What follows belongs to an exercise in optimizing a design on an open flow for small area, a short achievable clock period and few clock cycles; a production flow would make more cautious choices.
Where RTL was checked, it was by simulation tests only, not by an equivalence proof against the original.

==> job 5965: inputs <==
## mult1
module mult1(clk, rst, start, ack, multiplicand, multiplier, product, done);
Settings: LEC_CHECK=0, CAP_MARGIN=20, CORE_MARGIN=2, CORE_UTILIZATION=65, SETUP_SLACK_MARGIN=2.2, SLEW_MARGIN=20, SYNTH_HIERARCHICAL=1, SYNTH_MINIMUM_KEEP_SIZE=0; clock period 5.0 ns.
standard.sh (not shown) runs the stock make flow with config.mk's settings and CLKGATE_MAP_FILE= SYNTH_SCRIPT=/design/flow/synth_recipe.tcl, a recipe that flattens the netlist after the stock synthesis.
==> flow/flow/run.sh <==
#!/bin/bash
# The standard layout (standard.sh: the ORFS synthesis and flow), with two changes:
# the port buffers that ORFS's buffer_ports inserts are the small sky130_fd_sc_hd__buf_1
# instead of the delay-cell buffer it picks by default (every port still gets a buffer),
# and clock tree synthesis adds no dummy load cells at the leaves.
set -euo pipefail
export BUFFER_PORTS_ARGS="-buffer_cell sky130_fd_sc_hd__buf_1"
export CTS_ARGS="-sink_clustering_enable -repair_clock_nets -dont_use_dummy_load -buf_list {sky130_fd_sc_hd__clkbuf_4 sky130_fd_sc_hd__clkbuf_8}"
bash standard.sh finish > standard.log 2>&1
==> inputs of job 1871, as changes to job 5965 <==
--- a/flow/design.v
+++ b/flow/design.v
@@ -259,20 +259,19 @@
 reg [31:0] a_q;      
 reg [31:0] b_q;      
 reg [34:0] s_q;      
 reg [33:0] c_q;      
 reg [7:0]  sl_q;     
 reg [7:0]  cl_q;     
 reg        cy_q;     
 reg        ng_q;     
-reg        sm_q;     
 assign done    = done_q;
 assign product = {a_q, b_q};
-wire last = (cnt == 2'd3) | sm_q;
+wire last = (cnt == 2'd3);
 wire [9:0] nb = idle_q ? {multiplier[9:2], 2'b00} : {b_q[17:16] & {2{cnt != 2'd2}}, b_q[15:9], 1'b0};
 wire [3:0] one_d, two_d, neg_d;
 mult1_enc e1 (.b(nb[3:1]), .one(one_d[0]), .two(two_d[0]), .neg(neg_d[0]));
 mult1_enc e2 (.b(nb[5:3]), .one(one_d[1]), .two(two_d[1]), .neg(neg_d[1]));
 mult1_enc e3 (.b(nb[7:5]), .one(one_d[2]), .two(two_d[2]), .neg(neg_d[2]));
 mult1_enc e4 (.b(nb[9:7]), .one(one_d[3]), .two(two_d[3]), .neg(neg_d[3]));
 reg [3:0] one_q, two_q, neg_q;
 always @(posedge clk) begin
@@ -447,22 +446,19 @@
 always @(posedge clk or posedge rst)
 	if (rst) begin
 		idle_q  <= 1'b1;
 		iter_q  <= 1'b0;
 		fin_q   <= 1'b0;
 		done_q  <= 1'b0;
 		first_q <= 1'b1;
 		cnt     <= 2'd0;
-		sm_q    <= 1'b0;
 	end else begin
 		idle_q  <= (idle_q & ~start) | (done_q & ack);
 		iter_q  <= (idle_q & start & a_nz & b_nz) | (iter_q & ~last);
-		if (idle_q)
-			sm_q <= ~|multiplier[31:8];
 		fin_q   <= iter_q & last;
 		done_q  <= fin_q | (idle_q & start & ~(a_nz & b_nz)) | (done_q & ~ack);
 		first_q <= idle_q;
 		cnt     <= iter_q ? cnt + 2'd1 : 2'd0;
 	end
 always @(posedge clk) begin
 	s_q  <= st[42:8];
 	c_q  <= ct[41:8];
@@ -470,17 +466,14 @@
 	cl_q <= ct[7:0];
 	cy_q <= lo[8] & ~first_q;
 	ng_q <= neg4;
 end
 always @(posedge clk)
 	if (idle_q) begin
 		a_q <= multiplicand & {32{b_nz}};
 		b_q <= multiplier & {32{a_nz}};
-	end else if (fin_q & sm_q) begin
-		a_q <= {24'b0, sum[39:32]};
-		b_q <= sum[31:0];
 	end else if (iter_q | fin_q) begin
 		b_q <= {lo[7:0], b_q[31:8]};
 		if (fin_q)
 			a_q <= sum[39:8];
 	end
 endmodule
SETUP_SLACK_MARGIN = 2.3   (was 2.2)
==> inputs of job 4645, as changes to job 5965 <==
--- a/flow/design.v
+++ b/flow/design.v
@@ -259,20 +259,19 @@
 reg [31:0] a_q;      
 reg [31:0] b_q;      
 reg [34:0] s_q;      
 reg [33:0] c_q;      
 reg [7:0]  sl_q;     
 reg [7:0]  cl_q;     
 reg        cy_q;     
 reg        ng_q;     
-reg        sm_q;     
 assign done    = done_q;
 assign product = {a_q, b_q};
-wire last = (cnt == 2'd3) | sm_q;
+wire last = (cnt == 2'd3);
 wire [9:0] nb = idle_q ? {multiplier[9:2], 2'b00} : {b_q[17:16] & {2{cnt != 2'd2}}, b_q[15:9], 1'b0};
 wire [3:0] one_d, two_d, neg_d;
 mult1_enc e1 (.b(nb[3:1]), .one(one_d[0]), .two(two_d[0]), .neg(neg_d[0]));
 mult1_enc e2 (.b(nb[5:3]), .one(one_d[1]), .two(two_d[1]), .neg(neg_d[1]));
 mult1_enc e3 (.b(nb[7:5]), .one(one_d[2]), .two(two_d[2]), .neg(neg_d[2]));
 mult1_enc e4 (.b(nb[9:7]), .one(one_d[3]), .two(two_d[3]), .neg(neg_d[3]));
 reg [3:0] one_q, two_q, neg_q;
 always @(posedge clk) begin
@@ -447,22 +446,19 @@
 always @(posedge clk or posedge rst)
 	if (rst) begin
 		idle_q  <= 1'b1;
 		iter_q  <= 1'b0;
 		fin_q   <= 1'b0;
 		done_q  <= 1'b0;
 		first_q <= 1'b1;
 		cnt     <= 2'd0;
-		sm_q    <= 1'b0;
 	end else begin
 		idle_q  <= (idle_q & ~start) | (done_q & ack);
 		iter_q  <= (idle_q & start & a_nz & b_nz) | (iter_q & ~last);
-		if (idle_q)
-			sm_q <= ~|multiplier[31:8];
 		fin_q   <= iter_q & last;
 		done_q  <= fin_q | (idle_q & start & ~(a_nz & b_nz)) | (done_q & ~ack);
 		first_q <= idle_q;
 		cnt     <= iter_q ? cnt + 2'd1 : 2'd0;
 	end
 always @(posedge clk) begin
 	s_q  <= st[42:8];
 	c_q  <= ct[41:8];
@@ -470,17 +466,14 @@
 	cl_q <= ct[7:0];
 	cy_q <= lo[8] & ~first_q;
 	ng_q <= neg4;
 end
 always @(posedge clk)
 	if (idle_q) begin
 		a_q <= multiplicand & {32{b_nz}};
 		b_q <= multiplier & {32{a_nz}};
-	end else if (fin_q & sm_q) begin
-		a_q <= {24'b0, sum[39:32]};
-		b_q <= sum[31:0];
 	end else if (iter_q | fin_q) begin
 		b_q <= {lo[7:0], b_q[31:8]};
 		if (fin_q)
 			a_q <= sum[39:8];
 	end
 endmodule
==> flow/flow/run.sh (replaced) <==
#!/bin/bash
# The standard layout (standard.sh: the ORFS synthesis and flow), with one change:
# the port buffers that ORFS's buffer_ports inserts are the small sky130_fd_sc_hd__buf_1
# instead of the delay-cell buffer it picks by default. Every port still gets a buffer.
set -euo pipefail
export BUFFER_PORTS_ARGS="-buffer_cell sky130_fd_sc_hd__buf_1"
bash standard.sh finish > standard.log 2>&1
CTS_BUF_LIST = sky130_fd_sc_hd__clkbuf_4 sky130_fd_sc_hd__clkbuf_8   (was unset)
SETUP_SLACK_MARGIN = 2.4   (was 2.2)
==> inputs of job 3876, as changes to job 5965 <==
--- a/flow/design.v
+++ b/flow/design.v
@@ -259,20 +259,19 @@
 reg [31:0] a_q;      
 reg [31:0] b_q;      
 reg [34:0] s_q;      
 reg [33:0] c_q;      
 reg [7:0]  sl_q;     
 reg [7:0]  cl_q;     
 reg        cy_q;     
 reg        ng_q;     
-reg        sm_q;     
 assign done    = done_q;
 assign product = {a_q, b_q};
-wire last = (cnt == 2'd3) | sm_q;
+wire last = (cnt == 2'd3);
 wire [9:0] nb = idle_q ? {multiplier[9:2], 2'b00} : {b_q[17:16] & {2{cnt != 2'd2}}, b_q[15:9], 1'b0};
 wire [3:0] one_d, two_d, neg_d;
 mult1_enc e1 (.b(nb[3:1]), .one(one_d[0]), .two(two_d[0]), .neg(neg_d[0]));
 mult1_enc e2 (.b(nb[5:3]), .one(one_d[1]), .two(two_d[1]), .neg(neg_d[1]));
 mult1_enc e3 (.b(nb[7:5]), .one(one_d[2]), .two(two_d[2]), .neg(neg_d[2]));
 mult1_enc e4 (.b(nb[9:7]), .one(one_d[3]), .two(two_d[3]), .neg(neg_d[3]));
 reg [3:0] one_q, two_q, neg_q;
 always @(posedge clk) begin
@@ -447,22 +446,19 @@
 always @(posedge clk or posedge rst)
 	if (rst) begin
 		idle_q  <= 1'b1;
 		iter_q  <= 1'b0;
 		fin_q   <= 1'b0;
 		done_q  <= 1'b0;
 		first_q <= 1'b1;
 		cnt     <= 2'd0;
-		sm_q    <= 1'b0;
 	end else begin
 		idle_q  <= (idle_q & ~start) | (done_q & ack);
 		iter_q  <= (idle_q & start & a_nz & b_nz) | (iter_q & ~last);
-		if (idle_q)
-			sm_q <= ~|multiplier[31:8];
 		fin_q   <= iter_q & last;
 		done_q  <= fin_q | (idle_q & start & ~(a_nz & b_nz)) | (done_q & ~ack);
 		first_q <= idle_q;
 		cnt     <= iter_q ? cnt + 2'd1 : 2'd0;
 	end
 always @(posedge clk) begin
 	s_q  <= st[42:8];
 	c_q  <= ct[41:8];
@@ -470,17 +466,14 @@
 	cl_q <= ct[7:0];
 	cy_q <= lo[8] & ~first_q;
 	ng_q <= neg4;
 end
 always @(posedge clk)
 	if (idle_q) begin
 		a_q <= multiplicand & {32{b_nz}};
 		b_q <= multiplier & {32{a_nz}};
-	end else if (fin_q & sm_q) begin
-		a_q <= {24'b0, sum[39:32]};
-		b_q <= sum[31:0];
 	end else if (iter_q | fin_q) begin
 		b_q <= {lo[7:0], b_q[31:8]};
 		if (fin_q)
 			a_q <= sum[39:8];
 	end
 endmodule
CORE_UTILIZATION = 60   (was 65)
==> comparison <==
Between job 5965 and job 1871, the lower flip-flop and latch count is in job 1871 (gap 1).
Of job 1871 and job 5965, job 5965 has the higher via count (gap about 3.5%, measured against job 5965).
The lowest worst hold slack belongs to job 4645, the highest to job 3876.
Cell count: job 4645 > job 1871 > job 5965 > job 3876.
Testbench counts of job 1871, summed over its fixed seeds: cycles 3,299.
Testbench counts of job 4645, summed over its fixed seeds: cycles 3,299.
Testbench counts of job 3876, summed over its fixed seeds: cycles 3,299.
Only the layout flow was run in job 5965; the RTL was not checked for function there.

-- static timing again, ports no longer ideal --
The flow's constraints put no driver on any port. The routed layouts listed below were extracted and timed again, unchanged, in two steps.
Step 1 sets driving cells, clkbuf_16 on the clock port and buf_2 on the other inputs (assumed; they add their load-dependent delay and slew).
Step 2 also shifts input and output timing later by t, the mid clock arrival at the registers, as if the neighbouring blocks saw the same clock.
Slacks: ideal / step 1 / step 2; pairs: ideal / step 1.
run | t (ns) | slack for setup (ns) | worst hold slack (ns) | worst setup path after step 2 | clock arrival spread, ns
job 5965 | 0.506 | 2.114 / 2.114 / 1.747 | 0.427 / 0.401 / 0.467 | input to register | 0.040 / 0.041
job 1871 | 0.492 | 2.272 / 2.272 / 1.990 | 0.438 / 0.416 / 0.461 | input to register | 0.037 / 0.038
job 4645 | 0.509 | 2.266 / 2.266 / 1.981 | 0.420 / 0.399 / 0.462 | input to register | 0.014 / 0.014
job 3876 | 0.499 | 2.280 / 2.280 / 1.933 | 0.447 / 0.430 / 0.450 | input to register | 0.058 / 0.058
After both steps every run listed still meets setup and hold. For job 5965, which loses most, drivers alone change the setup slack by 0.000 ns; drivers and shift together by -0.367 ns.
